Context: an optimization exercise on an open-source flow, tuned for small area and a short achievable clock period. The choices shown serve that exercise and are no tape-out recipe.
No run shown here included a check of the RTL's function; only the layout flow was run.
Power is estimated from default activity; no workload was simulated.

==> flow/design.v (outline; a module is shown in full before it is edited, if it fits) <==
// module logical: 93 lines
// module arithmetic: 151 lines
// module multiplier: 913 lines
// module ALU: 49 lines
module ALU(
input clk,
input [15:0] a, b,
input [3*8:0] op,
output [31:0] out
    );
  // ...
==> flow/flow/run.sh <==
#!/bin/bash
# Layout flow: the standard ORFS flow, with
#  - the generated multiplier, adder and result-select modules mapped gate for gate onto
#    cells (flow/map_cells.py) before synthesis, so Yosys keeps their structure as written;
#  - small port buffers, a small clock tree without dummy loads, and an optional
#    timing-repair slack target.
set -euo pipefail
MARGIN=$(cat flow/margin.txt 2>/dev/null || echo 0)
BUF=$(cat flow/portbuf.txt 2>/dev/null || echo sky130_fd_sc_hd__buf_2)
CTS=$(cat flow/cts_args.txt 2>/dev/null || echo "-sink_clustering_enable -repair_clock_nets")
python3 flow/map_cells.py design.v design_mapped.v > map_cells.log 2>&1
bash standard.sh "VERILOG_FILES=$PWD/design_mapped.v" "BUFFER_PORTS_ARGS=-buffer_cell $BUF" \
  "SETUP_SLACK_MARGIN=$MARGIN" "CTS_ARGS=$CTS" finish > standard.log 2>&1
==> flow/flow/cts_args.txt <==
-buf_list sky130_fd_sc_hd__clkbuf_4 -root_buf sky130_fd_sc_hd__clkbuf_8 -sink_clustering_enable -sink_clustering_size 8 -sink_clustering_max_diameter 60 -dont_use_dummy_load -repair_clock_nets
==> flow/flow/map_cells.py <==
#!/usr/bin/env python3
"""Maps the generated modules of design.v (multiplier, arithmetic, logical) gate for gate onto sky130
cells before synthesis. In those modules each gate is one assign driving a net named KIND_N
(KIND_N_s / KIND_N_c for the sum and carry of an adder); KIND names the cell. Other lines are
kept; the multiplier's product register becomes dfxtp cells named as Yosys names them.
usage: map_cells.py design.v out.v"""
import re, sys

CELL = {
    'inv': ('inv_1', ['A'], ['Y']),
    'nand2': ('nand2_1', ['A', 'B'], ['Y']),
    'nor2': ('nor2_1', ['A', 'B'], ['Y']),
    'fa': ('fa_1', ['A', 'B', 'CIN'], ['SUM', 'COUT']),
    'ha': ('ha_1', ['A', 'B'], ['SUM', 'COUT']),
    'xor2': ('xor2_1', ['A', 'B'], ['X']),
    'xnor2': ('xnor2_1', ['A', 'B'], ['Y']),
    'a21oi': ('a21oi_1', ['A1', 'A2', 'B1'], ['Y']),
    'o21ai': ('o21ai_1', ['A1', 'A2', 'B1'], ['Y']),
    'a222oi': ('a222oi_1', ['A1', 'A2', 'B1', 'B2', 'C1', 'C2'], ['Y']),
    'a22oi': ('a22oi_1', ['A1', 'A2', 'B1', 'B2'], ['Y']),
    'nand3': ('nand3_1', ['A', 'B', 'C'], ['Y']),
    'and2': ('and2_1', ['A', 'B'], ['X']),
    'and2b': ('and2b_1', ['A_N', 'B'], ['X']),
    'nor2b': ('nor2b_1', ['A', 'B_N'], ['Y']),
    'nor3': ('nor3_1', ['A', 'B', 'C'], ['Y']),
    'nor4': ('nor4_1', ['A', 'B', 'C', 'D'], ['Y']),
    'nand4': ('nand4_1', ['A', 'B', 'C', 'D'], ['Y']),
    'a21o': ('a21o_1', ['A1', 'A2', 'B1'], ['X']),
}
# drive strength by fanout inside the module: (fanout at least, cell)
SIZES = {
    'inv': [(4, 'inv_2'), (8, 'inv_4')],
    'nand2': [(4, 'nand2_2')],
    'nor2': [(4, 'nor2_2'), (8, 'nor2_4')],
    'a21oi': [(4, 'a21oi_2'), (8, 'a21oi_4')],
    'o21ai': [(5, 'o21ai_2'), (9, 'o21ai_4')],
    'nor3': [(4, 'nor3_2'), (8, 'nor3_4')],
    'and2': [(4, 'and2_2'), (8, 'and2_4')],
}
IDENT = r'[A-Za-z_][A-Za-z0-9_]*(?:\s*\[\s*\d+\s*\])?'
GATE = re.compile(r'\s*assign\s+((' + '|'.join(CELL) + r')(?:X(\d+))?_(\d+)(?:_([sc]))?)\s*=\s*([^;]*);\s*$')


def map_module(mod):
    gates = {}
    out = []
    for line in mod.split('\n'):
        m = GATE.match(line)
        if not m:
            out.append(line)
            continue
        lhs, kind, size, idx, part, rhs = m.groups()
        ins = []
        for t in re.findall(IDENT, rhs):
            t = re.sub(r'\s+', '', t)
            if t not in ins:
                ins.append(t)
        e = gates.get(idx)
        if e is None:
            e = gates[idx] = {'kind': kind, 'size': size, 'ins': None, 'outs': {}, 'pos': len(out)}
            out.append(None)
        if part in (None, 's'):
            e['ins'] = ins
        e['outs'][part] = lhs
    fanout = {}
    for e in gates.values():
        for s in e['ins']:
            fanout[s] = fanout.get(s, 0) + 1
    for line in out:
        if line is not None and not line.lstrip().startswith('sky130'):
            for t in re.findall(IDENT, line):
                fanout[t] = fanout.get(t, 0) + 1
    for idx, e in gates.items():
        cell, ip, op = CELL[e['kind']]
        outs0 = list(e['outs'].values())
        fo = max(fanout.get(o, 0) for o in outs0)
        for lim, big in SIZES.get(e['kind'], []):
            if fo >= lim:
                cell = big
        if e['size']:
            cell = cell.rsplit('_', 1)[0] + '_' + e['size']
        assert len(e['ins']) == len(ip), (idx, e)
        outs = [e['outs'][None]] if None in e['outs'] else [e['outs']['s'], e['outs']['c']]
        pins = [f'.{p}({s})' for p, s in zip(ip, e['ins'])] + \
               [f'.{p}({s})' for p, s in zip(op, outs)]
        out[e['pos']] = f'sky130_fd_sc_hd__{cell} g{idx} (' + ', '.join(pins) + ');'
    text = '\n'.join(out)
    m = re.search(r'always\s*@\s*\(\s*posedge\s+clk\s*\)\s*C\s*<=\s*prod\s*;', text)
    if m:
        regs = '\n'.join(f'sky130_fd_sc_hd__dfxtp_1 \\C[{c}]$_DFF_P_  (.CLK(clk), .D(prod[{c}]), .Q(C[{c}]));'
                         for c in range(32))
        text = text[:m.start()] + regs + text[m.end():]
        text = re.sub(r'output\s+reg\s+\[31:0\]\s*C', 'output [31:0] C', text)
    return text, len(gates)


src = open(sys.argv[1]).read()
total = 0
for name in ('multiplier', 'arithmetic', 'logical'):
    m = re.search(r'module\s+' + name + r'\s*\(.*?\bendmodule\b', src, re.S)
    if m:
        text, n = map_module(m.group(0))
        src = src[:m.start()] + text + src[m.end():]
        total += n
open(sys.argv[2], 'w').write(src)
print(f'mapped {total} gates', file=sys.stderr)
==> flow/standard.sh <==
#!/bin/bash
# synth_recipe.tcl (not shown) runs the flow's synth.tcl, then flattens the netlist and writes it again
# the make line also repeats each setting of config.mk as NAME=value (left out here)
make -C /OpenROAD-flow-scripts/flow DESIGN_CONFIG=/design/flow/config.mk WORK_HOME=/design/flow/orfs CLKGATE_MAP_FILE= SYNTH_SCRIPT=/design/flow/synth_recipe.tcl "${@:-finish}"
==> flow/config.mk <==
export PLATFORM = sky130hd
export DESIGN_NAME = ALU
export DESIGN_NICKNAME = ALU
export VERILOG_FILES = /design/flow/design.v
export SDC_FILE = /design/flow/constraint.sdc
export NUM_CORES = 4
export LEC_CHECK = 0
export ABC_CLOCK_PERIOD_IN_PS = 1500
export CAP_MARGIN = 20
export CORE_MARGIN = 2
export CORE_UTILIZATION = 40
export SLEW_MARGIN = 20
==> flow/constraint.sdc <==
create_clock -name core_clock -period 28.0 [get_ports {clk}]
set_input_delay 5.6000 -clock core_clock [delete_from_list [all_inputs] [get_ports {clk}]]
set_output_delay 5.6000 -clock core_clock [all_outputs]
set_load 0.01 [all_outputs]
==> run_results.csv, run 1 <==
group,metric,value,unit
run_status,status,"no timing/DRC/antenna violations",
timing,hold_ws,5730,ps
die,fp.dieW,156,µm
clock_tree,postCtsSetupBuffers,0,
hold_path,hold_start,"a[0]",
flow_run,cap_viol_max_count,0,
final_layout,syn2layout_area_growth,8.69,%
pwr,p_clk,38.0,µW
final_layout,drive_gt1_frac,0.158,
yosys,ys_ff_latch,32,
timing,fin_crit,14340,ps
timing,slew_headroom,0.305,
setup_path,critPathSlowestCell,"a211oi_4",
placement,port_buffers,89,
global_route,grt_pass1_wl,45600,µm
global_route,globalRouteOverflowTotal,0,
detailed_routing,met3WireLength,2530,µm
yosys,synth_warnings,0,
clock_tree,clock-sinks,32,
hold_path,hold_class,"in2reg",
placement,dpl_cell_area,9900,µm²
detailed_routing,ant_nets,0,
clock_tree,cts_tree,"yes",
yosys,synth_top_cell_area_share,0.445,
final_layout,clockBufferCount,5,
global_route,grt_max_degree,20,
hold_path,min_to,"M.C[0]$_DFF_P_",
pwr,power.density,14.2,nW/µm²
yosys,synth_top_family_by_area,"adder cells",
setup_path,required,22400,ps
clock_tree,path_clk_slew,70,ps
final_layout,layout.nonclk_buf_frac,0.0469,
final_layout,n_fill_cell,2253,
final_layout,fin_area,9980,µm²
final_layout,regMostFlops,"M.C",
clock_tree,cts_root_buffer,"clkbuf_8",
yosys,synth_top_cells_by_count,"nor2_1, fa_1, xor2_1, nand2_1, xnor2_1",
yosys,synth_nets,1277,
detailed_routing,top_layer,"met4",
detailed_routing,routed_via_density,5.87,
final_layout,design.seq.count,32,
setup_path,worst_setup_path_start_kind,"input pin",
detailed_routing,drt_iter0_drc,901,
detailed_routing,drc,0,
==> module arithmetic, before the edit <==
module arithmetic(input [15:0] A, input [15:0] nA, input [15:0] B, input o1, output [15:0] S, output [1:0] lt, output [15:0] p, output [15:0] g);
wire invX2_10001, invX2_10002, invX2_10003, invX2_10004, xor2_10005, xor2_10006, nor2_10007, xor2_10008, xor2_10009, nor2_10010, xor2_10011, xor2_10012, nor2_10013, xor2_10014, xor2_10015, nor2_10016;
wire xor2_10017, xor2_10018, nor2_10019, xor2_10020, xor2_10021, nor2_10022, xor2_10023, xor2_10024, nor2_10025, xor2_10026, xor2_10027, nor2_10028, xor2_10029, xor2_10030, nor2_10031, xor2_10032;
wire xor2_10033, nor2_10034, xor2_10035, xor2_10036, nor2_10037, xor2_10038, xor2_10039, nor2_10040, xor2_10041, xor2_10042, nor2_10043, xor2_10044, xor2_10045, nor2_10046, xor2_10047, xor2_10048;
wire nor2_10049, xor2_10050, xor2_10051, nor2X2_10052, a21oi_10053, a21oi_10054, nand2_10055, a21oi_10056, nand2_10057, a21oi_10058, nand2_10059, a21oi_10060, nand2_10061, a21oi_10062, nand2_10063, a21oi_10064;
wire nand2_10065, a21oi_10066, nand2_10067, inv_10068, a21oi_10069, o21ai_10070, inv_10071, a21oi_10072, inv_10073, nand2_10074, o21ai_10075, nor2_10076, inv_10077, a21oi_10078, inv_10079, nand2_10080;
wire o21ai_10081, nor2_10082, inv_10083, a21oi_10084, inv_10085, nand2_10086, o21ai_10087, nor2_10088, a21oi_10089, inv_10090, o21ai_10091, inv_10092, o21ai_10093, a21oi_10094, a21oi_10095, nand2_10096;
wire inv_10097, o21ai_10098, inv_10099, nand2_10100, inv_10101, o21ai_10102, inv_10103, nand2_10104, a21oi_10105, nand2_10106, inv_10107, a21oi_10108, o21ai_10109, o21ai_10110, inv_10111, a21oi_10112;
wire o21ai_10113, inv_10114, o21ai_10115, inv_10116, o21ai_10117, o21aiX2_10118, xor2_10120, xnor2_10121, xnor2_10122, xor2_10123, xnor2_10124, xor2_10125, xor2_10126, xnor2_10127, xnor2_10128, xor2_10129;
wire xor2_10130, xnor2_10131, xor2_10132, xor2_10133, xor2_10134, xor2_10135, a21oiX4_10136, a21oiX4_10137;
assign invX2_10001 = ~o1;
assign invX2_10002 = ~o1;
assign invX2_10003 = ~o1;
assign invX2_10004 = ~o1;
assign xor2_10005 = A[0] ^ B[0];
assign xor2_10006 = xor2_10005 ^ invX2_10001;
assign nor2_10007 = ~(nA[0] | xor2_10006);
assign xor2_10008 = A[1] ^ B[1];
assign xor2_10009 = xor2_10008 ^ invX2_10001;
assign nor2_10010 = ~(nA[1] | xor2_10009);
assign xor2_10011 = A[2] ^ B[2];
assign xor2_10012 = xor2_10011 ^ invX2_10001;
assign nor2_10013 = ~(nA[2] | xor2_10012);
assign xor2_10014 = A[3] ^ B[3];
assign xor2_10015 = xor2_10014 ^ invX2_10001;
assign nor2_10016 = ~(nA[3] | xor2_10015);
assign xor2_10017 = A[4] ^ B[4];
assign xor2_10018 = xor2_10017 ^ invX2_10002;
assign nor2_10019 = ~(nA[4] | xor2_10018);
assign xor2_10020 = A[5] ^ B[5];
assign xor2_10021 = xor2_10020 ^ invX2_10002;
assign nor2_10022 = ~(nA[5] | xor2_10021);
assign xor2_10023 = A[6] ^ B[6];
assign xor2_10024 = xor2_10023 ^ invX2_10002;
assign nor2_10025 = ~(nA[6] | xor2_10024);
assign xor2_10026 = A[7] ^ B[7];
assign xor2_10027 = xor2_10026 ^ invX2_10002;
assign nor2_10028 = ~(nA[7] | xor2_10027);
assign xor2_10029 = A[8] ^ B[8];
assign xor2_10030 = xor2_10029 ^ invX2_10003;
assign nor2_10031 = ~(nA[8] | xor2_10030);
assign xor2_10032 = A[9] ^ B[9];
assign xor2_10033 = xor2_10032 ^ invX2_10003;
assign nor2_10034 = ~(nA[9] | xor2_10033);
assign xor2_10035 = A[10] ^ B[10];
assign xor2_10036 = xor2_10035 ^ invX2_10003;
assign nor2_10037 = ~(nA[10] | xor2_10036);
assign xor2_10038 = A[11] ^ B[11];
assign xor2_10039 = xor2_10038 ^ invX2_10003;
assign nor2_10040 = ~(nA[11] | xor2_10039);
assign xor2_10041 = A[12] ^ B[12];
assign xor2_10042 = xor2_10041 ^ invX2_10004;
assign nor2_10043 = ~(nA[12] | xor2_10042);
assign xor2_10044 = A[13] ^ B[13];
assign xor2_10045 = xor2_10044 ^ invX2_10004;
assign nor2_10046 = ~(nA[13] | xor2_10045);
assign xor2_10047 = A[14] ^ B[14];
assign xor2_10048 = xor2_10047 ^ invX2_10004;
assign nor2_10049 = ~(nA[14] | xor2_10048);
assign xor2_10050 = A[15] ^ B[15];
assign xor2_10051 = xor2_10050 ^ invX2_10004;
assign nor2X2_10052 = ~(nA[15] | xor2_10051);
assign a21oi_10053 = ~((xor2_10006 & invX2_10001) | nor2_10007);
assign a21oi_10054 = ~((xor2_10012 & nor2_10010) | nor2_10013);
assign nand2_10055 = ~(xor2_10012 & xor2_10009);
assign a21oi_10056 = ~((xor2_10018 & nor2_10016) | nor2_10019);
assign nand2_10057 = ~(xor2_10018 & xor2_10015);
assign a21oi_10058 = ~((xor2_10024 & nor2_10022) | nor2_10025);
assign nand2_10059 = ~(xor2_10024 & xor2_10021);
assign a21oi_10060 = ~((xor2_10030 & nor2_10028) | nor2_10031);
assign nand2_10061 = ~(xor2_10030 & xor2_10027);
assign a21oi_10062 = ~((xor2_10036 & nor2_10034) | nor2_10037);
assign nand2_10063 = ~(xor2_10036 & xor2_10033);
assign a21oi_10064 = ~((xor2_10042 & nor2_10040) | nor2_10043);
assign nand2_10065 = ~(xor2_10042 & xor2_10039);
assign a21oi_10066 = ~((xor2_10048 & nor2_10046) | nor2_10049);
assign nand2_10067 = ~(xor2_10048 & xor2_10045);
assign inv_10068 = ~a21oi_10053;
assign a21oi_10069 = ~((xor2_10009 & inv_10068) | nor2_10010);
assign o21ai_10070 = ~((nand2_10055 | a21oi_10053) & a21oi_10054);
assign inv_10071 = ~a21oi_10056;
assign a21oi_10072 = ~((xor2_10021 & inv_10071) | nor2_10022);
assign inv_10073 = ~nand2_10057;
assign nand2_10074 = ~(xor2_10021 & inv_10073);
assign o21ai_10075 = ~((nand2_10059 | a21oi_10056) & a21oi_10058);
assign nor2_10076 = ~(nand2_10059 | nand2_10057);
assign inv_10077 = ~a21oi_10060;
assign a21oi_10078 = ~((xor2_10033 & inv_10077) | nor2_10034);
assign inv_10079 = ~nand2_10061;
assign nand2_10080 = ~(xor2_10033 & inv_10079);
assign o21ai_10081 = ~((nand2_10063 | a21oi_10060) & a21oi_10062);
assign nor2_10082 = ~(nand2_10063 | nand2_10061);
assign inv_10083 = ~a21oi_10064;
assign a21oi_10084 = ~((xor2_10045 & inv_10083) | nor2_10046);
assign inv_10085 = ~nand2_10065;
assign nand2_10086 = ~(xor2_10045 & inv_10085);
assign o21ai_10087 = ~((nand2_10067 | a21oi_10064) & a21oi_10066);
assign nor2_10088 = ~(nand2_10067 | nand2_10065);
assign a21oi_10089 = ~((xor2_10015 & o21ai_10070) | nor2_10016);
assign inv_10090 = ~o21ai_10070;
assign o21ai_10091 = ~((nand2_10057 | inv_10090) & a21oi_10056);
assign inv_10092 = ~o21ai_10070;
assign o21ai_10093 = ~((nand2_10074 | inv_10092) & a21oi_10072);
assign a21oi_10094 = ~((nor2_10076 & o21ai_10070) | o21ai_10075);
assign a21oi_10095 = ~((xor2_10039 & o21ai_10081) | nor2_10040);
assign nand2_10096 = ~(xor2_10039 & nor2_10082);
assign inv_10097 = ~o21ai_10081;
assign o21ai_10098 = ~((nand2_10065 | inv_10097) & a21oi_10064);
assign inv_10099 = ~nand2_10065;
assign nand2_10100 = ~(inv_10099 & nor2_10082);
assign inv_10101 = ~o21ai_10081;
assign o21ai_10102 = ~((nand2_10086 | inv_10101) & a21oi_10084);
assign inv_10103 = ~nand2_10086;
assign nand2_10104 = ~(inv_10103 & nor2_10082);
assign a21oi_10105 = ~((nor2_10088 & o21ai_10081) | o21ai_10087);
assign nand2_10106 = ~(nor2_10088 & nor2_10082);
assign inv_10107 = ~a21oi_10094;
assign a21oi_10108 = ~((xor2_10027 & inv_10107) | nor2_10028);
assign o21ai_10109 = ~((nand2_10061 | a21oi_10094) & a21oi_10060);
assign o21ai_10110 = ~((nand2_10080 | a21oi_10094) & a21oi_10078);
assign inv_10111 = ~a21oi_10094;
assign a21oi_10112 = ~((nor2_10082 & inv_10111) | o21ai_10081);
assign o21ai_10113 = ~((nand2_10096 | a21oi_10094) & a21oi_10095);
assign inv_10114 = ~o21ai_10098;
assign o21ai_10115 = ~((nand2_10100 | a21oi_10094) & inv_10114);
assign inv_10116 = ~o21ai_10102;
assign o21ai_10117 = ~((nand2_10104 | a21oi_10094) & inv_10116);
assign o21aiX2_10118 = ~((nand2_10106 | a21oi_10094) & a21oi_10105);
assign xor2_10120 = xor2_10006 ^ invX2_10001;
assign xnor2_10121 = ~(xor2_10009 ^ a21oi_10053);
assign xnor2_10122 = ~(xor2_10012 ^ a21oi_10069);
assign xor2_10123 = xor2_10015 ^ o21ai_10070;
assign xnor2_10124 = ~(xor2_10018 ^ a21oi_10089);
assign xor2_10125 = xor2_10021 ^ o21ai_10091;
assign xor2_10126 = xor2_10024 ^ o21ai_10093;
assign xnor2_10127 = ~(xor2_10027 ^ a21oi_10094);
assign xnor2_10128 = ~(xor2_10030 ^ a21oi_10108);
assign xor2_10129 = xor2_10033 ^ o21ai_10109;
assign xor2_10130 = xor2_10036 ^ o21ai_10110;
assign xnor2_10131 = ~(xor2_10039 ^ a21oi_10112);
assign xor2_10132 = xor2_10042 ^ o21ai_10113;
assign xor2_10133 = xor2_10045 ^ o21ai_10115;
assign xor2_10134 = xor2_10048 ^ o21ai_10117;
assign xor2_10135 = xor2_10051 ^ o21aiX2_10118;
assign a21oiX4_10136 = ~((xor2_10051 & o21aiX2_10118) | nor2X2_10052);
assign a21oiX4_10137 = ~((xor2_10051 & o21aiX2_10118) | nor2X2_10052);
assign S = {xor2_10135, xor2_10134, xor2_10133, xor2_10132, xnor2_10131, xor2_10130, xor2_10129, xnor2_10128, xnor2_10127, xor2_10126, xor2_10125, xnor2_10124, xor2_10123, xnor2_10122, xnor2_10121, xor2_10120};
assign p = {xor2_10050, xor2_10047, xor2_10044, xor2_10041, xor2_10038, xor2_10035, xor2_10032, xor2_10029, xor2_10026, xor2_10023, xor2_10020, xor2_10017, xor2_10014, xor2_10011, xor2_10008, xor2_10005};
assign g = {nor2X2_10052, nor2_10049, nor2_10046, nor2_10043, nor2_10040, nor2_10037, nor2_10034, nor2_10031, nor2_10028, nor2_10025, nor2_10022, nor2_10019, nor2_10016, nor2_10013, nor2_10010, nor2_10007};
assign lt = {a21oiX4_10137, a21oiX4_10136};
endmodule
==> inputs of run 2 (changes only) <==
--- a/flow/design.v
+++ b/flow/design.v
@@ -90,22 +90,22 @@
 assign nor2_20083 = ~(inv_20082 | lt[0]);
 assign a21o_20084 = (mul & m[16]) | nor2_20083;
 assign x = {a21o_20084, nand4_20081, nand3_20075, nand3_20070, nand3_20065, nand3_20060, nand3_20055, nand3_20050, nand3_20045, nand3_20040, nand3_20035, nand3_20030, nand3_20025, nand3_20020, nand3_20015, nand3_20010, nand3_20005};
 endmodule
 module arithmetic(input [15:0] A, input [15:0] nA, input [15:0] B, input o1, output [15:0] S, output [1:0] lt, output [15:0] p, output [15:0] g);
 wire invX2_10001, invX2_10002, invX2_10003, invX2_10004, xor2_10005, xor2_10006, nor2_10007, xor2_10008, xor2_10009, nor2_10010, xor2_10011, xor2_10012, nor2_10013, xor2_10014, xor2_10015, nor2_10016;
 wire xor2_10017, xor2_10018, nor2_10019, xor2_10020, xor2_10021, nor2_10022, xor2_10023, xor2_10024, nor2_10025, xor2_10026, xor2_10027, nor2_10028, xor2_10029, xor2_10030, nor2_10031, xor2_10032;
 wire xor2_10033, nor2_10034, xor2_10035, xor2_10036, nor2_10037, xor2_10038, xor2_10039, nor2_10040, xor2_10041, xor2_10042, nor2_10043, xor2_10044, xor2_10045, nor2_10046, xor2_10047, xor2_10048;
-wire nor2_10049, xor2_10050, xor2_10051, nor2X2_10052, a21oi_10053, a21oi_10054, nand2_10055, a21oi_10056, nand2_10057, a21oi_10058, nand2_10059, a21oi_10060, nand2_10061, a21oi_10062, nand2_10063, a21oi_10064;
+wire nor2_10049, xor2_10050, xor2_10051, nor2_10052, a21oi_10053, a21oi_10054, nand2_10055, a21oi_10056, nand2_10057, a21oi_10058, nand2_10059, a21oi_10060, nand2_10061, a21oi_10062, nand2_10063, a21oi_10064;
 wire nand2_10065, a21oi_10066, nand2_10067, inv_10068, a21oi_10069, o21ai_10070, inv_10071, a21oi_10072, inv_10073, nand2_10074, o21ai_10075, nor2_10076, inv_10077, a21oi_10078, inv_10079, nand2_10080;
-wire o21ai_10081, nor2_10082, inv_10083, a21oi_10084, inv_10085, nand2_10086, o21ai_10087, nor2_10088, a21oi_10089, inv_10090, o21ai_10091, inv_10092, o21ai_10093, a21oi_10094, a21oi_10095, nand2_10096;
-wire inv_10097, o21ai_10098, inv_10099, nand2_10100, inv_10101, o21ai_10102, inv_10103, nand2_10104, a21oi_10105, nand2_10106, inv_10107, a21oi_10108, o21ai_10109, o21ai_10110, inv_10111, a21oi_10112;
-wire o21ai_10113, inv_10114, o21ai_10115, inv_10116, o21ai_10117, o21aiX2_10118, xor2_10120, xnor2_10121, xnor2_10122, xor2_10123, xnor2_10124, xor2_10125, xor2_10126, xnor2_10127, xnor2_10128, xor2_10129;
-wire xor2_10130, xnor2_10131, xor2_10132, xor2_10133, xor2_10134, xor2_10135, a21oiX4_10136, a21oiX4_10137;
+wire o21ai_10081, nor2_10082, inv_10083, a21oi_10084, inv_10085, nand2_10086, o21ai_10087, nor2_10088, a21oi_10089, inv_10090, o21ai_10091, o21ai_10092, a21oi_10093, a21oi_10094, nand2_10095, inv_10096;
+wire o21ai_10097, nand2_10098, o21ai_10099, inv_10100, nand2_10101, a21oi_10102, nand2_10103, inv_10104, a21oi_10105, o21ai_10106, o21ai_10107, a21oi_10108, o21ai_10109, inv_10110, o21ai_10111, inv_10112;
+wire o21ai_10113, o21ai_10114, xor2_10116, xnor2_10117, xnor2_10118, xor2_10119, xnor2_10120, xor2_10121, xor2_10122, xnor2_10123, xnor2_10124, xor2_10125, xor2_10126, xnor2_10127, xor2_10128, xor2_10129;
+wire xor2_10130, xor2_10131, a21oiX4_10132, a21oiX4_10133;
 assign invX2_10001 = ~o1;
 assign invX2_10002 = ~o1;
 assign invX2_10003 = ~o1;
 assign invX2_10004 = ~o1;
 assign xor2_10005 = A[0] ^ B[0];
 assign xor2_10006 = xor2_10005 ^ invX2_10001;
 assign nor2_10007 = ~(nA[0] | xor2_10006);
 assign xor2_10008 = A[1] ^ B[1];
@@ -147,17 +147,17 @@
 assign xor2_10044 = A[13] ^ B[13];
 assign xor2_10045 = xor2_10044 ^ invX2_10004;
 assign nor2_10046 = ~(nA[13] | xor2_10045);
 assign xor2_10047 = A[14] ^ B[14];
 assign xor2_10048 = xor2_10047 ^ invX2_10004;
 assign nor2_10049 = ~(nA[14] | xor2_10048);
 assign xor2_10050 = A[15] ^ B[15];
 assign xor2_10051 = xor2_10050 ^ invX2_10004;
-assign nor2X2_10052 = ~(nA[15] | xor2_10051);
+assign nor2_10052 = ~(nA[15] | xor2_10051);
 assign a21oi_10053 = ~((xor2_10006 & invX2_10001) | nor2_10007);
 assign a21oi_10054 = ~((xor2_10012 & nor2_10010) | nor2_10013);
 assign nand2_10055 = ~(xor2_10012 & xor2_10009);
 assign a21oi_10056 = ~((xor2_10018 & nor2_10016) | nor2_10019);
 assign nand2_10057 = ~(xor2_10018 & xor2_10015);
 assign a21oi_10058 = ~((xor2_10024 & nor2_10022) | nor2_10025);
 assign nand2_10059 = ~(xor2_10024 & xor2_10021);
 assign a21oi_10060 = ~((xor2_10030 & nor2_10028) | nor2_10031);
@@ -187,65 +187,61 @@
 assign a21oi_10084 = ~((xor2_10045 & inv_10083) | nor2_10046);
 assign inv_10085 = ~nand2_10065;
 assign nand2_10086 = ~(xor2_10045 & inv_10085);
 assign o21ai_10087 = ~((nand2_10067 | a21oi_10064) & a21oi_10066);
 assign nor2_10088 = ~(nand2_10067 | nand2_10065);
 assign a21oi_10089 = ~((xor2_10015 & o21ai_10070) | nor2_10016);
 assign inv_10090 = ~o21ai_10070;
 assign o21ai_10091 = ~((nand2_10057 | inv_10090) & a21oi_10056);
-assign inv_10092 = ~o21ai_10070;
-assign o21ai_10093 = ~((nand2_10074 | inv_10092) & a21oi_10072);
-assign a21oi_10094 = ~((nor2_10076 & o21ai_10070) | o21ai_10075);
-assign a21oi_10095 = ~((xor2_10039 & o21ai_10081) | nor2_10040);
-assign nand2_10096 = ~(xor2_10039 & nor2_10082);
-assign inv_10097 = ~o21ai_10081;
-assign o21ai_10098 = ~((nand2_10065 | inv_10097) & a21oi_10064);
-assign inv_10099 = ~nand2_10065;
-assign nand2_10100 = ~(inv_10099 & nor2_10082);
-assign inv_10101 = ~o21ai_10081;
-assign o21ai_10102 = ~((nand2_10086 | inv_10101) & a21oi_10084);
-assign inv_10103 = ~nand2_10086;
-assign nand2_10104 = ~(inv_10103 & nor2_10082);
-assign a21oi_10105 = ~((nor2_10088 & o21ai_10081) | o21ai_10087);
-assign nand2_10106 = ~(nor2_10088 & nor2_10082);
-assign inv_10107 = ~a21oi_10094;
-assign a21oi_10108 = ~((xor2_10027 & inv_10107) | nor2_10028);
-assign o21ai_10109 = ~((nand2_10061 | a21oi_10094) & a21oi_10060);
-assign o21ai_10110 = ~((nand2_10080 | a21oi_10094) & a21oi_10078);
-assign inv_10111 = ~a21oi_10094;
-assign a21oi_10112 = ~((nor2_10082 & inv_10111) | o21ai_10081);
-assign o21ai_10113 = ~((nand2_10096 | a21oi_10094) & a21oi_10095);
-assign inv_10114 = ~o21ai_10098;
-assign o21ai_10115 = ~((nand2_10100 | a21oi_10094) & inv_10114);
-assign inv_10116 = ~o21ai_10102;
-assign o21ai_10117 = ~((nand2_10104 | a21oi_10094) & inv_10116);
-assign o21aiX2_10118 = ~((nand2_10106 | a21oi_10094) & a21oi_10105);
-assign xor2_10120 = xor2_10006 ^ invX2_10001;
-assign xnor2_10121 = ~(xor2_10009 ^ a21oi_10053);
-assign xnor2_10122 = ~(xor2_10012 ^ a21oi_10069);
-assign xor2_10123 = xor2_10015 ^ o21ai_10070;
-assign xnor2_10124 = ~(xor2_10018 ^ a21oi_10089);
-assign xor2_10125 = xor2_10021 ^ o21ai_10091;
-assign xor2_10126 = xor2_10024 ^ o21ai_10093;
-assign xnor2_10127 = ~(xor2_10027 ^ a21oi_10094);
-assign xnor2_10128 = ~(xor2_10030 ^ a21oi_10108);
-assign xor2_10129 = xor2_10033 ^ o21ai_10109;
-assign xor2_10130 = xor2_10036 ^ o21ai_10110;
-assign xnor2_10131 = ~(xor2_10039 ^ a21oi_10112);
-assign xor2_10132 = xor2_10042 ^ o21ai_10113;
-assign xor2_10133 = xor2_10045 ^ o21ai_10115;
-assign xor2_10134 = xor2_10048 ^ o21ai_10117;
-assign xor2_10135 = xor2_10051 ^ o21aiX2_10118;
-assign a21oiX4_10136 = ~((xor2_10051 & o21aiX2_10118) | nor2X2_10052);
-assign a21oiX4_10137 = ~((xor2_10051 & o21aiX2_10118) | nor2X2_10052);
-assign S = {xor2_10135, xor2_10134, xor2_10133, xor2_10132, xnor2_10131, xor2_10130, xor2_10129, xnor2_10128, xnor2_10127, xor2_10126, xor2_10125, xnor2_10124, xor2_10123, xnor2_10122, xnor2_10121, xor2_10120};
+assign o21ai_10092 = ~((nand2_10074 | inv_10090) & a21oi_10072);
+assign a21oi_10093 = ~((nor2_10076 & o21ai_10070) | o21ai_10075);
+assign a21oi_10094 = ~((xor2_10039 & o21ai_10081) | nor2_10040);
+assign nand2_10095 = ~(xor2_10039 & nor2_10082);
+assign inv_10096 = ~o21ai_10081;
+assign o21ai_10097 = ~((nand2_10065 | inv_10096) & a21oi_10064);
+assign nand2_10098 = ~(inv_10085 & nor2_10082);
+assign o21ai_10099 = ~((nand2_10086 | inv_10096) & a21oi_10084);
+assign inv_10100 = ~nand2_10086;
+assign nand2_10101 = ~(inv_10100 & nor2_10082);
+assign a21oi_10102 = ~((nor2_10088 & o21ai_10081) | o21ai_10087);
+assign nand2_10103 = ~(nor2_10088 & nor2_10082);
+assign inv_10104 = ~a21oi_10093;
+assign a21oi_10105 = ~((xor2_10027 & inv_10104) | nor2_10028);
+assign o21ai_10106 = ~((nand2_10061 | a21oi_10093) & a21oi_10060);
+assign o21ai_10107 = ~((nand2_10080 | a21oi_10093) & a21oi_10078);
+assign a21oi_10108 = ~((nor2_10082 & inv_10104) | o21ai_10081);
+assign o21ai_10109 = ~((nand2_10095 | a21oi_10093) & a21oi_10094);
+assign inv_10110 = ~o21ai_10097;
+assign o21ai_10111 = ~((nand2_10098 | a21oi_10093) & inv_10110);
+assign inv_10112 = ~o21ai_10099;
+assign o21ai_10113 = ~((nand2_10101 | a21oi_10093) & inv_10112);
+assign o21ai_10114 = ~((nand2_10103 | a21oi_10093) & a21oi_10102);
+assign xor2_10116 = xor2_10006 ^ invX2_10001;
+assign xnor2_10117 = ~(xor2_10009 ^ a21oi_10053);
+assign xnor2_10118 = ~(xor2_10012 ^ a21oi_10069);
+assign xor2_10119 = xor2_10015 ^ o21ai_10070;
+assign xnor2_10120 = ~(xor2_10018 ^ a21oi_10089);
+assign xor2_10121 = xor2_10021 ^ o21ai_10091;
+assign xor2_10122 = xor2_10024 ^ o21ai_10092;
+assign xnor2_10123 = ~(xor2_10027 ^ a21oi_10093);
+assign xnor2_10124 = ~(xor2_10030 ^ a21oi_10105);
+assign xor2_10125 = xor2_10033 ^ o21ai_10106;
+assign xor2_10126 = xor2_10036 ^ o21ai_10107;
+assign xnor2_10127 = ~(xor2_10039 ^ a21oi_10108);
+assign xor2_10128 = xor2_10042 ^ o21ai_10109;
+assign xor2_10129 = xor2_10045 ^ o21ai_10111;
+assign xor2_10130 = xor2_10048 ^ o21ai_10113;
+assign xor2_10131 = xor2_10051 ^ o21ai_10114;
+assign a21oiX4_10132 = ~((xor2_10051 & o21ai_10114) | nor2_10052);
+assign a21oiX4_10133 = ~((xor2_10051 & o21ai_10114) | nor2_10052);
+assign S = {xor2_10131, xor2_10130, xor2_10129, xor2_10128, xnor2_10127, xor2_10126, xor2_10125, xnor2_10124, xnor2_10123, xor2_10122, xor2_10121, xnor2_10120, xor2_10119, xnor2_10118, xnor2_10117, xor2_10116};
 assign p = {xor2_10050, xor2_10047, xor2_10044, xor2_10041, xor2_10038, xor2_10035, xor2_10032, xor2_10029, xor2_10026, xor2_10023, xor2_10020, xor2_10017, xor2_10014, xor2_10011, xor2_10008, xor2_10005};
-assign g = {nor2X2_10052, nor2_10049, nor2_10046, nor2_10043, nor2_10040, nor2_10037, nor2_10034, nor2_10031, nor2_10028, nor2_10025, nor2_10022, nor2_10019, nor2_10016, nor2_10013, nor2_10010, nor2_10007};
-assign lt = {a21oiX4_10137, a21oiX4_10136};
+assign g = {nor2_10052, nor2_10049, nor2_10046, nor2_10043, nor2_10040, nor2_10037, nor2_10034, nor2_10031, nor2_10028, nor2_10025, nor2_10022, nor2_10019, nor2_10016, nor2_10013, nor2_10010, nor2_10007};
+assign lt = {a21oiX4_10133, a21oiX4_10132};
 endmodule
 module multiplier(input clk, input [15:0] A1, input [15:0] B1, input [24:0] op, output reg [31:0] C, output [15:0] nA);
 wire nor4_1, nor4_2, nor4_3, nor4_4, nor4_5, nor2_6, nand4_7, nand2_8, nand3_9, nor3_10, inv_11, inv_12, inv_13, inv_14, inv_15, inv_16;
 wire inv_17, inv_18, inv_19, inv_20, inv_21, inv_22, inv_23, inv_24, inv_25, inv_26, nand2_27, nand2_28, nand2_29, nand2_30, nand2_31, nand2_32;
 wire nand2_33, nand2_34, nand2_35, nand2_36, nand2_37, nand2_38, nand2_39, nand2_40, nand2_41, nand2_42, nor2_43, nor2_44, nor2_45, nor2_46, nor2_47, nor2_48;
 wire nor2_49, nor2_50, nor2_51, nor2_52, nor2_53, nor2_54, nor2_55, nor2_56, nor2_57, nor2_58, nor2_59, nor2_60, nor2_61, nor2_62, nor2_63, nor2_64;
 wire nor2_65, nor2_66, nor2_67, nor2_68, nor2_69, nor2_70, nor2_71, nor2_72, nor2_73, nor2_74, nor2_75, nor2_76, nor2_77, nor2_78, nor2_79, nor2_80;
 wire nor2_81, nor2_82, nor2_83, nor2_84, nor2_85, nor2_86, nor2_87, nor2_88, nor2_89, nor2_90, nor2_91, nor2_92, nor2_93, nor2_94, nor2_95, nor2_96;
@@ -284,24 +280,23 @@
 wire fa_454_s, fa_454_c, fa_455_s, fa_455_c, fa_456_s, fa_456_c, fa_457_s, fa_457_c, fa_458_s, fa_458_c, fa_459_s, fa_459_c, fa_460_s, fa_460_c, fa_461_s, fa_461_c;
 wire fa_462_s, fa_462_c, fa_463_s, fa_463_c, fa_464_s, fa_464_c, fa_465_s, fa_465_c, fa_466_s, fa_466_c, fa_467_s, fa_467_c, fa_468_s, fa_468_c, fa_469_s, fa_469_c;
 wire fa_470_s, fa_470_c, fa_471_s, fa_471_c, fa_472_s, fa_472_c, fa_473_s, fa_473_c, fa_474_s, fa_474_c, fa_475_s, fa_475_c, fa_476_s, fa_476_c, fa_477_s, fa_477_c;
 wire fa_478_s, fa_478_c, fa_479_s, fa_479_c, fa_480_s, fa_480_c, fa_481_s, fa_481_c, fa_482_s, fa_482_c, fa_483_s, fa_483_c, fa_484_s, fa_484_c, fa_485_s, fa_485_c;
 wire fa_486_s, fa_486_c, fa_487_s, fa_487_c, fa_488_s, fa_488_c, fa_489_s, fa_489_c, fa_490_s, fa_490_c, fa_491_s, fa_491_c, fa_492_s, fa_492_c, fa_493_s, fa_493_c;
 wire fa_494_s, fa_494_c, fa_495_s, fa_495_c, fa_496_s, fa_496_c, fa_497_s, fa_497_c, fa_498_s, fa_498_c, fa_499_s, fa_499_c, fa_500_s, fa_500_c, fa_501_s, fa_501_c;
 wire fa_502_s, fa_502_c, fa_503_s, fa_503_c, fa_504_s, fa_504_c, fa_505_s, fa_505_c, fa_506_s, fa_506_c, fa_507_s, fa_507_c, fa_508_s, fa_508_c, ha_509_s, ha_509_c;
 wire fa_510_s, fa_510_c, fa_511_s, fa_511_c, fa_512_s, fa_512_c, fa_513_s, fa_513_c, fa_514_s, fa_514_c, fa_515_s, fa_515_c, fa_516_s, fa_516_c, fa_517_s, fa_517_c;
-wire fa_518_s, fa_518_c, nand2_519, xnor2_520, nand2_521, xnor2_522, nand2_523, xnor2_524, nand2_525, xnor2_526, nand2_527, xnor2_528, nand2_529, xnor2_530, nand2_531, xnor2_532;
-wire nand2_533, xnor2_534, nand2_535, xnor2_536, nand2_537, xnor2_538, nand2_539, xnor2_540, nand2_541, xnor2_542, nand2_543, xnor2_544, nand2_545, xnor2_546, nand2_547, xnor2_548;
-wire nand2_549, xnor2_550, nand2_551, xnor2_552, nand2_553, xnor2_554, nand2_555, xnor2_556, nand2_557, xnor2_558, inv_559, o21ai_560, o21ai_561, nor2_562, o21ai_563, nor2_564;
-wire o21ai_565, nor2_566, o21ai_567, nor2_568, o21ai_569, nor2_570, o21ai_571, nor2_572, o21ai_573, nor2_574, o21ai_575, nor2_576, o21ai_577, nor2_578, a21oi_579, a21oi_580;
-wire nand2_581, a21oi_582, nand2_583, a21oi_584, nand2_585, a21oi_586, nand2_587, o21ai_588, o21ai_589, nor2_590, a21oi_591, inv_592, o21ai_593, o21ai_594, inv_595, a21oi_596;
-wire a21oi_597, a21oi_598, inv_599, a21oi_600, inv_601, o21ai_602, o21ai_603, o21ai_604, inv_605, o21ai_606, o21ai_607, inv_608, o21ai_609, o21ai_610, o21ai_611, o21ai_612;
-wire inv_613, o21ai_614, xnor2_615, xnor2_616, xnor2_617, xor2_618, xnor2_619, xor2_620, xnor2_621, xnor2_622, xnor2_623, xor2_624, xnor2_625, xnor2_626, xnor2_627, xor2_628;
-wire xnor2_629, xor2_630, xnor2_631, xor2_632, xnor2_633, xnor2_634;
+wire fa_518_s, fa_518_c, fa_519_s, fa_519_c, fa_520_s, fa_520_c, nand2_521, xnor2_522, nand2_523, xnor2_524, nand2_525, xnor2_526, nand2_527, xnor2_528, nand2_529, xnor2_530;
+wire nand2_531, xnor2_532, nand2_533, xnor2_534, nand2_535, xnor2_536, nand2_537, xnor2_538, nand2_539, xnor2_540, nand2_541, xnor2_542, nand2_543, xnor2_544, nand2_545, xnor2_546;
+wire nand2_547, xnor2_548, nand2_549, xnor2_550, nand2_551, xnor2_552, nand2_553, xnor2_554, nand2_555, xnor2_556, inv_557, o21ai_558, o21ai_559, nor2_560, o21ai_561, nor2_562;
+wire o21ai_563, nor2_564, o21ai_565, nor2_566, o21ai_567, nor2_568, o21ai_569, nor2_570, o21ai_571, nor2_572, o21ai_573, nor2_574, a21oi_575, a21oi_576, nand2_577, a21oi_578;
+wire nand2_579, a21oi_580, nand2_581, o21ai_582, o21ai_583, nor2_584, a21oi_585, inv_586, o21ai_587, inv_588, a21oi_589, a21oi_590, a21oi_591, inv_592, a21oi_593, inv_594;
+wire o21ai_595, o21ai_596, o21ai_597, o21ai_598, o21ai_599, inv_600, o21ai_601, o21ai_602, o21ai_603, o21ai_604, xnor2_605, xnor2_606, xnor2_607, xor2_608, xnor2_609, xor2_610;
+wire xnor2_611, xnor2_612, xnor2_613, xor2_614, xnor2_615, xnor2_616, xnor2_617, xor2_618, xnor2_619, xor2_620, xnor2_621, xor2_622;
 assign nor4_1 = ~(op[0] | op[2] | op[4] | op[6]);
 assign nor4_2 = ~(op[7] | op[8] | op[9] | op[10]);
 assign nor4_3 = ~(op[11] | op[12] | op[13] | op[14]);
 assign nor4_4 = ~(op[15] | op[16] | op[17] | op[18]);
 assign nor4_5 = ~(op[19] | op[20] | op[21] | op[22]);
 assign nor2_6 = ~(op[23] | op[24]);
 assign nand4_7 = ~(nor4_1 & nor4_2 & nor4_3 & nor4_4);
 assign nand2_8 = ~(nor4_5 & nor2_6);
@@ -1030,133 +1025,123 @@
 assign fa_515_s = fa_318_s ^ ha_319_s ^ fa_514_c;
 assign fa_515_c = (fa_318_s & ha_319_s) | (fa_318_s & fa_514_c) | (ha_319_s & fa_514_c);
 assign fa_516_s = fa_325_s ^ ha_326_s ^ fa_515_c;
 assign fa_516_c = (fa_325_s & ha_326_s) | (fa_325_s & fa_515_c) | (ha_326_s & fa_515_c);
 assign fa_517_s = fa_333_s ^ ha_334_s ^ fa_516_c;
 assign fa_517_c = (fa_333_s & ha_334_s) | (fa_333_s & fa_516_c) | (ha_334_s & fa_516_c);
 assign fa_518_s = ha_334_c ^ ha_343_s ^ fa_517_c;
 assign fa_518_c = (ha_334_c & ha_343_s) | (ha_334_c & fa_517_c) | (ha_343_s & fa_517_c);
-assign nand2_519 = ~(fa_352_s & ha_353_s);
-assign xnor2_520 = ~(fa_352_s ^ ha_353_s);
-assign nand2_521 = ~(ha_353_c & ha_364_s);
-assign xnor2_522 = ~(ha_353_c ^ ha_364_s);
-assign nand2_523 = ~(ha_364_c & ha_376_s);
-assign xnor2_524 = ~(ha_364_c ^ ha_376_s);
-assign nand2_525 = ~(ha_376_c & ha_389_s);
-assign xnor2_526 = ~(ha_376_c ^ ha_389_s);
-assign nand2_527 = ~(ha_389_c & ha_403_s);
-assign xnor2_528 = ~(ha_389_c ^ ha_403_s);
-assign nand2_529 = ~(fa_416_s & ha_417_s);
-assign xnor2_530 = ~(fa_416_s ^ ha_417_s);
-assign nand2_531 = ~(ha_417_c & fa_430_s);
-assign xnor2_532 = ~(ha_417_c ^ fa_430_s);
-assign nand2_533 = ~(fa_430_c & fa_442_s);
-assign xnor2_534 = ~(fa_430_c ^ fa_442_s);
-assign nand2_535 = ~(fa_442_c & fa_453_s);
-assign xnor2_536 = ~(fa_442_c ^ fa_453_s);
-assign nand2_537 = ~(fa_453_c & fa_463_s);
-assign xnor2_538 = ~(fa_453_c ^ fa_463_s);
-assign nand2_539 = ~(fa_463_c & fa_472_s);
-assign xnor2_540 = ~(fa_463_c ^ fa_472_s);
-assign nand2_541 = ~(fa_472_c & fa_480_s);
-assign xnor2_542 = ~(fa_472_c ^ fa_480_s);
-assign nand2_543 = ~(fa_480_c & fa_487_s);
-assign xnor2_544 = ~(fa_480_c ^ fa_487_s);
-assign nand2_545 = ~(fa_487_c & fa_493_s);
-assign xnor2_546 = ~(fa_487_c ^ fa_493_s);
-assign nand2_547 = ~(fa_493_c & fa_498_s);
-assign xnor2_548 = ~(fa_493_c ^ fa_498_s);
-assign nand2_549 = ~(fa_498_c & fa_502_s);
-assign xnor2_550 = ~(fa_498_c ^ fa_502_s);
-assign nand2_551 = ~(fa_502_c & fa_505_s);
-assign xnor2_552 = ~(fa_502_c ^ fa_505_s);
-assign nand2_553 = ~(fa_505_c & fa_507_s);
-assign xnor2_554 = ~(fa_505_c ^ fa_507_s);
-assign nand2_555 = ~(fa_507_c & fa_508_s);
-assign xnor2_556 = ~(fa_507_c ^ fa_508_s);
-assign nand2_557 = ~(nor2_298 & fa_508_c);
-assign xnor2_558 = ~(nor2_298 ^ fa_508_c);
-assign inv_559 = ~fa_518_c;
-assign o21ai_560 = ~((xnor2_520 | inv_559) & nand2_519);
-assign o21ai_561 = ~((xnor2_524 | nand2_521) & nand2_523);
-assign nor2_562 = ~(xnor2_524 | xnor2_522);
-assign o21ai_563 = ~((xnor2_528 | nand2_525) & nand2_527);
-assign nor2_564 = ~(xnor2_528 | xnor2_526);
-assign o21ai_565 = ~((xnor2_532 | nand2_529) & nand2_531);
-assign nor2_566 = ~(xnor2_532 | xnor2_530);
-assign o21ai_567 = ~((xnor2_536 | nand2_533) & nand2_535);
-assign nor2_568 = ~(xnor2_536 | xnor2_534);
-assign o21ai_569 = ~((xnor2_540 | nand2_537) & nand2_539);
-assign nor2_570 = ~(xnor2_540 | xnor2_538);
-assign o21ai_571 = ~((xnor2_544 | nand2_541) & nand2_543);
-assign nor2_572 = ~(xnor2_544 | xnor2_542);
-assign o21ai_573 = ~((xnor2_548 | nand2_545) & nand2_547);
-assign nor2_574 = ~(xnor2_548 | xnor2_546);
-assign o21ai_575 = ~((xnor2_552 | nand2_549) & nand2_551);
-assign nor2_576 = ~(xnor2_552 | xnor2_550);
-assign o21ai_577 = ~((xnor2_556 | nand2_553) & nand2_555);
-assign nor2_578 = ~(xnor2_556 | xnor2_554);
-assign a21oi_579 = ~((nor2_562 & o21ai_560) | o21ai_561);
-assign a21oi_580 = ~((nor2_566 & o21ai_563) | o21ai_565);
-assign nand2_581 = ~(nor2_566 & nor2_564);
-assign a21oi_582 = ~((nor2_570 & o21ai_567) | o21ai_569);
-assign nand2_583 = ~(nor2_570 & nor2_568);
-assign a21oi_584 = ~((nor2_574 & o21ai_571) | o21ai_573);
-assign nand2_585 = ~(nor2_574 & nor2_572);
-assign a21oi_586 = ~((nor2_578 & o21ai_575) | o21ai_577);
-assign nand2_587 = ~(nor2_578 & nor2_576);
-assign o21ai_588 = ~((nand2_581 | a21oi_579) & a21oi_580);
-assign o21ai_589 = ~((nand2_585 | a21oi_582) & a21oi_584);
-assign nor2_590 = ~(nand2_585 | nand2_583);
-assign a21oi_591 = ~((nor2_590 & o21ai_588) | o21ai_589);
-assign inv_592 = ~o21ai_588;
-assign o21ai_593 = ~((nand2_583 | inv_592) & a21oi_582);
-assign o21ai_594 = ~((nand2_587 | a21oi_591) & a21oi_586);
-assign inv_595 = ~a21oi_579;
-assign a21oi_596 = ~((nor2_564 & inv_595) | o21ai_563);
-assign a21oi_597 = ~((nor2_568 & o21ai_588) | o21ai_567);
-assign a21oi_598 = ~((nor2_572 & o21ai_593) | o21ai_571);
-assign inv_599 = ~a21oi_591;
-assign a21oi_600 = ~((nor2_576 & inv_599) | o21ai_575);
-assign inv_601 = ~o21ai_560;
-assign o21ai_602 = ~((xnor2_522 | inv_601) & nand2_521);
-assign o21ai_603 = ~((xnor2_526 | a21oi_579) & nand2_525);
-assign o21ai_604 = ~((xnor2_530 | a21oi_596) & nand2_529);
-assign inv_605 = ~o21ai_588;
-assign o21ai_606 = ~((xnor2_534 | inv_605) & nand2_533);
-assign o21ai_607 = ~((xnor2_538 | a21oi_597) & nand2_537);
-assign inv_608 = ~o21ai_593;
-assign o21ai_609 = ~((xnor2_542 | inv_608) & nand2_541);
-assign o21ai_610 = ~((xnor2_546 | a21oi_598) & nand2_545);
-assign o21ai_611 = ~((xnor2_550 | a21oi_591) & nand2_549);
-assign o21ai_612 = ~((xnor2_554 | a21oi_600) & nand2_553);
-assign inv_613 = ~o21ai_594;
-assign o21ai_614 = ~((xnor2_558 | inv_613) & nand2_557);
-assign xnor2_615 = ~(xnor2_520 ^ fa_518_c);
-assign xnor2_616 = ~(xnor2_522 ^ o21ai_560);
-assign xnor2_617 = ~(xnor2_524 ^ o21ai_602);
-assign xor2_618 = xnor2_526 ^ a21oi_579;
-assign xnor2_619 = ~(xnor2_528 ^ o21ai_603);
-assign xor2_620 = xnor2_530 ^ a21oi_596;
-assign xnor2_621 = ~(xnor2_532 ^ o21ai_604);
-assign xnor2_622 = ~(xnor2_534 ^ o21ai_588);
-assign xnor2_623 = ~(xnor2_536 ^ o21ai_606);
-assign xor2_624 = xnor2_538 ^ a21oi_597;
-assign xnor2_625 = ~(xnor2_540 ^ o21ai_607);
-assign xnor2_626 = ~(xnor2_542 ^ o21ai_593);
-assign xnor2_627 = ~(xnor2_544 ^ o21ai_609);
-assign xor2_628 = xnor2_546 ^ a21oi_598;
-assign xnor2_629 = ~(xnor2_548 ^ o21ai_610);
-assign xor2_630 = xnor2_550 ^ a21oi_591;
-assign xnor2_631 = ~(xnor2_552 ^ o21ai_611);
-assign xor2_632 = xnor2_554 ^ a21oi_600;
-assign xnor2_633 = ~(xnor2_556 ^ o21ai_612);
-assign xnor2_634 = ~(xnor2_558 ^ o21ai_594);
-wire [31:0] prod = {o21ai_614, xnor2_634, xnor2_633, xor2_632, xnor2_631, xor2_630, xnor2_629, xor2_628, xnor2_627, xnor2_626, xnor2_625, xor2_624, xnor2_623, xnor2_622, xnor2_621, xor2_620, xnor2_619, xor2_618, xnor2_617, xnor2_616, xnor2_615, fa_518_s, fa_517_s, fa_516_s, fa_515_s, fa_514_s, fa_513_s, fa_512_s, fa_511_s, fa_510_s, ha_509_s, nor2_43};
+assign fa_519_s = fa_352_s ^ ha_353_s ^ fa_518_c;
+assign fa_519_c = (fa_352_s & ha_353_s) | (fa_352_s & fa_518_c) | (ha_353_s & fa_518_c);
+assign fa_520_s = ha_353_c ^ ha_364_s ^ fa_519_c;
+assign fa_520_c = (ha_353_c & ha_364_s) | (ha_353_c & fa_519_c) | (ha_364_s & fa_519_c);
+assign nand2_521 = ~(ha_364_c & ha_376_s);
+assign xnor2_522 = ~(ha_364_c ^ ha_376_s);
+assign nand2_523 = ~(ha_376_c & ha_389_s);
+assign xnor2_524 = ~(ha_376_c ^ ha_389_s);
+assign nand2_525 = ~(ha_389_c & ha_403_s);
+assign xnor2_526 = ~(ha_389_c ^ ha_403_s);
+assign nand2_527 = ~(fa_416_s & ha_417_s);
+assign xnor2_528 = ~(fa_416_s ^ ha_417_s);
+assign nand2_529 = ~(ha_417_c & fa_430_s);
+assign xnor2_530 = ~(ha_417_c ^ fa_430_s);
+assign nand2_531 = ~(fa_430_c & fa_442_s);
+assign xnor2_532 = ~(fa_430_c ^ fa_442_s);
+assign nand2_533 = ~(fa_442_c & fa_453_s);
+assign xnor2_534 = ~(fa_442_c ^ fa_453_s);
+assign nand2_535 = ~(fa_453_c & fa_463_s);
+assign xnor2_536 = ~(fa_453_c ^ fa_463_s);
+assign nand2_537 = ~(fa_463_c & fa_472_s);
+assign xnor2_538 = ~(fa_463_c ^ fa_472_s);
+assign nand2_539 = ~(fa_472_c & fa_480_s);
+assign xnor2_540 = ~(fa_472_c ^ fa_480_s);
+assign nand2_541 = ~(fa_480_c & fa_487_s);
+assign xnor2_542 = ~(fa_480_c ^ fa_487_s);
+assign nand2_543 = ~(fa_487_c & fa_493_s);
+assign xnor2_544 = ~(fa_487_c ^ fa_493_s);
+assign nand2_545 = ~(fa_493_c & fa_498_s);
+assign xnor2_546 = ~(fa_493_c ^ fa_498_s);
+assign nand2_547 = ~(fa_498_c & fa_502_s);
+assign xnor2_548 = ~(fa_498_c ^ fa_502_s);
+assign nand2_549 = ~(fa_502_c & fa_505_s);
+assign xnor2_550 = ~(fa_502_c ^ fa_505_s);
+assign nand2_551 = ~(fa_505_c & fa_507_s);
+assign xnor2_552 = ~(fa_505_c ^ fa_507_s);
+assign nand2_553 = ~(fa_507_c & fa_508_s);
+assign xnor2_554 = ~(fa_507_c ^ fa_508_s);
+assign nand2_555 = ~(nor2_298 & fa_508_c);
+assign xnor2_556 = ~(nor2_298 ^ fa_508_c);
+assign inv_557 = ~fa_520_c;
+assign o21ai_558 = ~((xnor2_522 | inv_557) & nand2_521);
+assign o21ai_559 = ~((xnor2_526 | nand2_523) & nand2_525);
+assign nor2_560 = ~(xnor2_526 | xnor2_524);
+assign o21ai_561 = ~((xnor2_530 | nand2_527) & nand2_529);
+assign nor2_562 = ~(xnor2_530 | xnor2_528);
+assign o21ai_563 = ~((xnor2_534 | nand2_531) & nand2_533);
+assign nor2_564 = ~(xnor2_534 | xnor2_532);
+assign o21ai_565 = ~((xnor2_538 | nand2_535) & nand2_537);
+assign nor2_566 = ~(xnor2_538 | xnor2_536);
+assign o21ai_567 = ~((xnor2_542 | nand2_539) & nand2_541);
+assign nor2_568 = ~(xnor2_542 | xnor2_540);
+assign o21ai_569 = ~((xnor2_546 | nand2_543) & nand2_545);
+assign nor2_570 = ~(xnor2_546 | xnor2_544);
+assign o21ai_571 = ~((xnor2_550 | nand2_547) & nand2_549);
+assign nor2_572 = ~(xnor2_550 | xnor2_548);
+assign o21ai_573 = ~((xnor2_554 | nand2_551) & nand2_553);
+assign nor2_574 = ~(xnor2_554 | xnor2_552);
+assign a21oi_575 = ~((nor2_560 & o21ai_558) | o21ai_559);
+assign a21oi_576 = ~((nor2_564 & o21ai_561) | o21ai_563);
+assign nand2_577 = ~(nor2_564 & nor2_562);
+assign a21oi_578 = ~((nor2_568 & o21ai_565) | o21ai_567);
+assign nand2_579 = ~(nor2_568 & nor2_566);
+assign a21oi_580 = ~((nor2_572 & o21ai_569) | o21ai_571);
+assign nand2_581 = ~(nor2_572 & nor2_570);
+assign o21ai_582 = ~((nand2_577 | a21oi_575) & a21oi_576);
+assign o21ai_583 = ~((nand2_581 | a21oi_578) & a21oi_580);
+assign nor2_584 = ~(nand2_581 | nand2_579);
+assign a21oi_585 = ~((nor2_584 & o21ai_582) | o21ai_583);
+assign inv_586 = ~o21ai_582;
+assign o21ai_587 = ~((nand2_579 | inv_586) & a21oi_578);
+assign inv_588 = ~a21oi_575;
+assign a21oi_589 = ~((nor2_562 & inv_588) | o21ai_561);
+assign a21oi_590 = ~((nor2_566 & o21ai_582) | o21ai_565);
+assign a21oi_591 = ~((nor2_570 & o21ai_587) | o21ai_569);
+assign inv_592 = ~a21oi_585;
+assign a21oi_593 = ~((nor2_574 & inv_592) | o21ai_573);
+assign inv_594 = ~o21ai_558;
+assign o21ai_595 = ~((xnor2_524 | inv_594) & nand2_523);
+assign o21ai_596 = ~((xnor2_528 | a21oi_575) & nand2_527);
+assign o21ai_597 = ~((xnor2_532 | a21oi_589) & nand2_531);
+assign o21ai_598 = ~((xnor2_536 | inv_586) & nand2_535);
+assign o21ai_599 = ~((xnor2_540 | a21oi_590) & nand2_539);
+assign inv_600 = ~o21ai_587;
+assign o21ai_601 = ~((xnor2_544 | inv_600) & nand2_543);
+assign o21ai_602 = ~((xnor2_548 | a21oi_591) & nand2_547);
+assign o21ai_603 = ~((xnor2_552 | a21oi_585) & nand2_551);
+assign o21ai_604 = ~((xnor2_556 | a21oi_593) & nand2_555);
+assign xnor2_605 = ~(xnor2_522 ^ fa_520_c);
+assign xnor2_606 = ~(xnor2_524 ^ o21ai_558);
+assign xnor2_607 = ~(xnor2_526 ^ o21ai_595);
+assign xor2_608 = xnor2_528 ^ a21oi_575;
+assign xnor2_609 = ~(xnor2_530 ^ o21ai_596);
+assign xor2_610 = xnor2_532 ^ a21oi_589;
+assign xnor2_611 = ~(xnor2_534 ^ o21ai_597);
+assign xnor2_612 = ~(xnor2_536 ^ o21ai_582);
+assign xnor2_613 = ~(xnor2_538 ^ o21ai_598);
+assign xor2_614 = xnor2_540 ^ a21oi_590;
+assign xnor2_615 = ~(xnor2_542 ^ o21ai_599);
+assign xnor2_616 = ~(xnor2_544 ^ o21ai_587);
+assign xnor2_617 = ~(xnor2_546 ^ o21ai_601);
+assign xor2_618 = xnor2_548 ^ a21oi_591;
+assign xnor2_619 = ~(xnor2_550 ^ o21ai_602);
+assign xor2_620 = xnor2_552 ^ a21oi_585;
+assign xnor2_621 = ~(xnor2_554 ^ o21ai_603);
+assign xor2_622 = xnor2_556 ^ a21oi_593;
+wire [31:0] prod = {o21ai_604, xor2_622, xnor2_621, xor2_620, xnor2_619, xor2_618, xnor2_617, xnor2_616, xnor2_615, xor2_614, xnor2_613, xnor2_612, xnor2_611, xor2_610, xnor2_609, xor2_608, xnor2_607, xnor2_606, xnor2_605, fa_520_s, fa_519_s, fa_518_s, fa_517_s, fa_516_s, fa_515_s, fa_514_s, fa_513_s, fa_512_s, fa_511_s, fa_510_s, ha_509_s, nor2_43};
 always @(posedge clk) C <= prod;
 assign nA = {inv_26, inv_25, inv_24, inv_23, inv_22, inv_21, inv_20, inv_19, inv_18, inv_17, inv_16, inv_15, inv_14, inv_13, inv_12, inv_11};
 endmodule
 module ALU(
 input clk,
 input [15:0] a, b,
 input [3*8:0] op,
 output [31:0] out
==> flow/config.mk (replaced) <==
export PLATFORM = sky130hd
export DESIGN_NAME = ALU
export DESIGN_NICKNAME = ALU
export VERILOG_FILES = /design/flow/design.v
export SDC_FILE = /design/flow/constraint.sdc
export NUM_CORES = 4
export LEC_CHECK = 0
export CAP_MARGIN = 20
export CORE_MARGIN = 2
export CORE_UTILIZATION = 40
export SLEW_MARGIN = 20
==> run 2 against run 1 <==
Compared with the run above: still clean on timing, DRC and antenna; setup slack improved by 410 ps; sequential power about the same; total power down 1.4%; clock power decreased by 4%; critical path depth rose by 3; maximum frequency rose by 2.9%; count of clock-buffer cells in the layout stayed put; die area shrank 0.82%; non-clock buffer count increased by 4; synthesized cell count is 2.0% lower; combinational power fell by 0.7%; critical path type unchanged.
==> run_results.csv, run 2 <==
group,metric,value,unit
timing,worst_slew_pin_slew,794,ps
pwr,p_leak,5.01,nW
final_layout,largestRegisters,"M.C (32)",
detailed_routing,routed-via-count,7809,
timing,slew_violations,0,
detailed_routing,drt_iter0_drc,782,
timing,period_share,0.498,
clock_tree,htree_levels,2,
final_layout,n_fill_cell,2207,
pwr,p_sw,62.0,µW
setup_path,required,22400,ps
placement,port_buffers,89,
timing,fmax,0.0718,GHz
clock_tree,hold_buffers,0,
detailed_routing,routedWlPerCell,20.9,µm
timing,rsz0062_at_grt,"false",
final_layout,regMostFlops,"M.C",
setup_path,worst_setup_path_start_kind,"input pin",
yosys,synth_area_leaders,"fa_1, nor2_1, dfxtp_1",
clock_tree,cts_root_buffer,"clkbuf_8",
clock_tree,cts_tree,"yes",
pwr,swShare,0.442,
final_layout,final_cell_mix,"nor2_1, fa_1, buf_2",
yosys,syn_area_per_cell,9.30,µm²
hold_path,hold_class,"in2reg",
setup_path,cpPeakStageDelay,390,ps
die,fp-row-count,55,
yosys,ys_ff_latch,32,
final_layout,syn2layout_area_growth,8.98,%
detailed_routing,drtPass1Iterations,9,
global_route,grtUsageTotal,0.247,
global_route,grt_pass1_vias,8293,
yosys,synth_edf_count,0,
clock_tree,path_clk_slew,50,ps
final_layout,final_common_cell,"nor2_1",
setup_path,path_buf_inv,2,
final_layout,multi_input_area,8160,µm²
pwr,max-vdd-ir-drop,0.0113,mV
yosys,synth_nets,1259,
final_layout,largest_register_ff_count,32,
detailed_routing,ant_nets,0,
clock_tree,clock-sinks,32,
yosys,synth_top_cell_area_share,0.453,
timing,slew_headroom,0.471,
yosys,ys_seq_area_frac,0.0703,
yosys,synth_ff_type,"dfxtp_1",
global_route,grt_antenna_before_repair,0,
pwr,p_clk_frac,0.259,
timing,setup_tns,0,ps
detailed_routing,routed_via_density,5.79,
global_route,grt_pass1_wl,45600,µm
yosys,synthMostInstantiatedCell,"nor2_1",
pwr,pwr-share-seq,0.324,
final_layout,nets,1343,
clock_tree,postCtsSetupBuffers,0,
final_layout,fin_area,9930,µm²
setup_path,cp_top_family,"compound AO/OA/AOI/OAI gates",
timing,finalSetupViolations,0,
pwr,power.density,14.1,nW/µm²
pwr,p_int,78.2,µW
detailed_routing,wl,28200,µm
die,die_y,155,µm
setup_path,cp_max_fo,8,
final_layout,regArea,641,µm²
placement,pre_cts_ws,13840,ps
setup_path,critical_path_class,"in2out",
yosys,async_flop_share,0,
placement,place.gp.congestion,0.993,
placement,dpl_cell_area,9840,µm²
die,design.die.area,24000,µm²
die,fp.dieW,155,µm
clock_tree,cts_made_buffers,5,
die,core_area,22500,µm²
detailed_routing,drc,0,
timing,fin_ws,14070,ps
run_status,status,"no timing/DRC/antenna violations",
yosys,synth.distinct_cells,50,
yosys,synth_area,9110,µm²
final_layout,drive_gt1_frac,0.163,
setup_path,worstPathCellList,"buf_2, xor2_1, xor2_1, nor2_2, a21oi_1, o21ai_2, a21oi_4, o21ai_1, a21oi_4, nor2_1, a21o_1, buf_2",
pwr,total_power,140,µW
die,ios,90,
yosys,synth_top_area_cell,"fa_1",
setup_path,crit_arrival,8330,ps
flow_run,cap_viol_max_count,0,
clock_tree,clock_path_buffers,2,
timing,fin_crit,13930,ps
die,start_util,0.405,
pwr,combPwrFrac,0.416,
setup_path,cp-end-kind,"output pin",
timing,finalHoldViolCount,0,
setup_path,critPathSlowestCell,"xor2_1",
yosys,synth_top_cells_by_count,"nor2_1, fa_1, xor2_1, nand2_1, xnor2_1",
yosys,syn_inst,979,
global_route,grt_max_degree,33,
yosys,synth_warnings,0,
clock_tree,cts.repair.resized,0,
global_route,globalRouteOverflowTotal,0,
placement,hpwl,21100,µm
run 2: cell types whose count changed in the layout (fill, tap and decap cells not counted), moves of 3 or more:
| cell | before | now |
|---|---|---|
| and4b_1 | 5 | 2 |
| nand4b_1 | 3 | 6 |
| xnor2_1 | 40 | 36 |
| inv_1 | 27 | 21 |
| nand4_1 | 10 | 7 |
| buf_4 | 3 | 7 |
| nand3_1 | 21 | 25 |
| nand2_1 | 42 | 39 |
run 2: final cells by class:
cell class / instances / area share
multi-input cells: 887 / 0.822
clock buffers: 5 / 0.00693
flip-flops and latches: 32 / 0.0645
inverters: 41 / 0.0195
diodes: 2 / 0.000504
well taps: 285 / 0.0359
repair buffers: 96 / 0.0502
run 2: power by group through the flow:
| stage | Combinational, mW | Sequential [mW] | Clock (mW) |
|---|---|---|---|
| after floorplan | 0.0362 | 0.0465 | 0 |
| after global placement | 0.0569 | 0.0465 | 0 |
| after detailed placement | 0.0571 | 0.0465 | 0 |
| after CTS | 0.0573 | 0.0455 | 0.0381 |
| after global routing | 0.0630 | 0.0455 | 0.0393 |
| final | 0.0584 | 0.0455 | 0.0363 |
run 2: kinds of logic after synthesis:
group	Yosys count	synth area share
adders and majority gates	222	0.475
DFF	32	0.0703
and+or+nand+nor	443	0.222
xor gates and xnor gates	102	0.0981
AOI/OAI and AO/OA	120	0.0982
buffers and inverters	60	0.0370
run 2: through the flow:
step	cells	utilization	hold WS [ps]
floorplan	979	-	5770
global placement	1340	0.437	6080
detailed placement	1340	0.437	6090
CTS	1345	0.440	5770
global route	1346	0.441	5810
finish	1348	0.441	5800
run 2: path summary, 6_finish.rpt:
check | startpoint | end | slack (ps) | depth (start not counted)
worst max-delay path | a[1] | out[16] | 14070 | 12
worst min-delay path | a[0] | M.C[0]$_DFF_P_ | 5800 | 3
run 2: per-layer routing:
metal / global-route usage / up-vias / share of wire
met1: 0.335 / 3919 / 0.41
met2: 0.400 / 399 / 0.47
li1: - / 3433 / -
met5: 0 / - / 0
met3: 0.0384 / 58 / 0.090
met4: 0.0988 / 0 / 0.036

-- separate check: timing with driven ports --
Ports are ideal in the flow. The routed layouts listed here were re-timed in OpenROAD.
Step 1: set_driving_cell puts a clkbuf_16 on clk and a buf_2 on each other input, an assumption about the parent block.
Step 2 times the ports against the registers' clock, not the clock port: input delays grow and output delays shrink by t, the midpoint of the rising clock arrivals with the driver on.
Three values: ideal, step 1, step 2; two values: the first two.
run	t (ns)	setup slack, ns	slew at the worst register clock pin (ns)	worst slew at a driven data input, ns
run 1	0.349	13.655 / 13.632 / 13.632	0.09 / 0.09	0.04
run 2	0.356	14.066 / 14.024 / 14.024	0.10 / 0.10	0.08
After both steps every run listed still meets setup and hold. The setup slack of run 2, which loses most, moves by -0.042 ns with the drivers and by -0.042 ns with both steps.
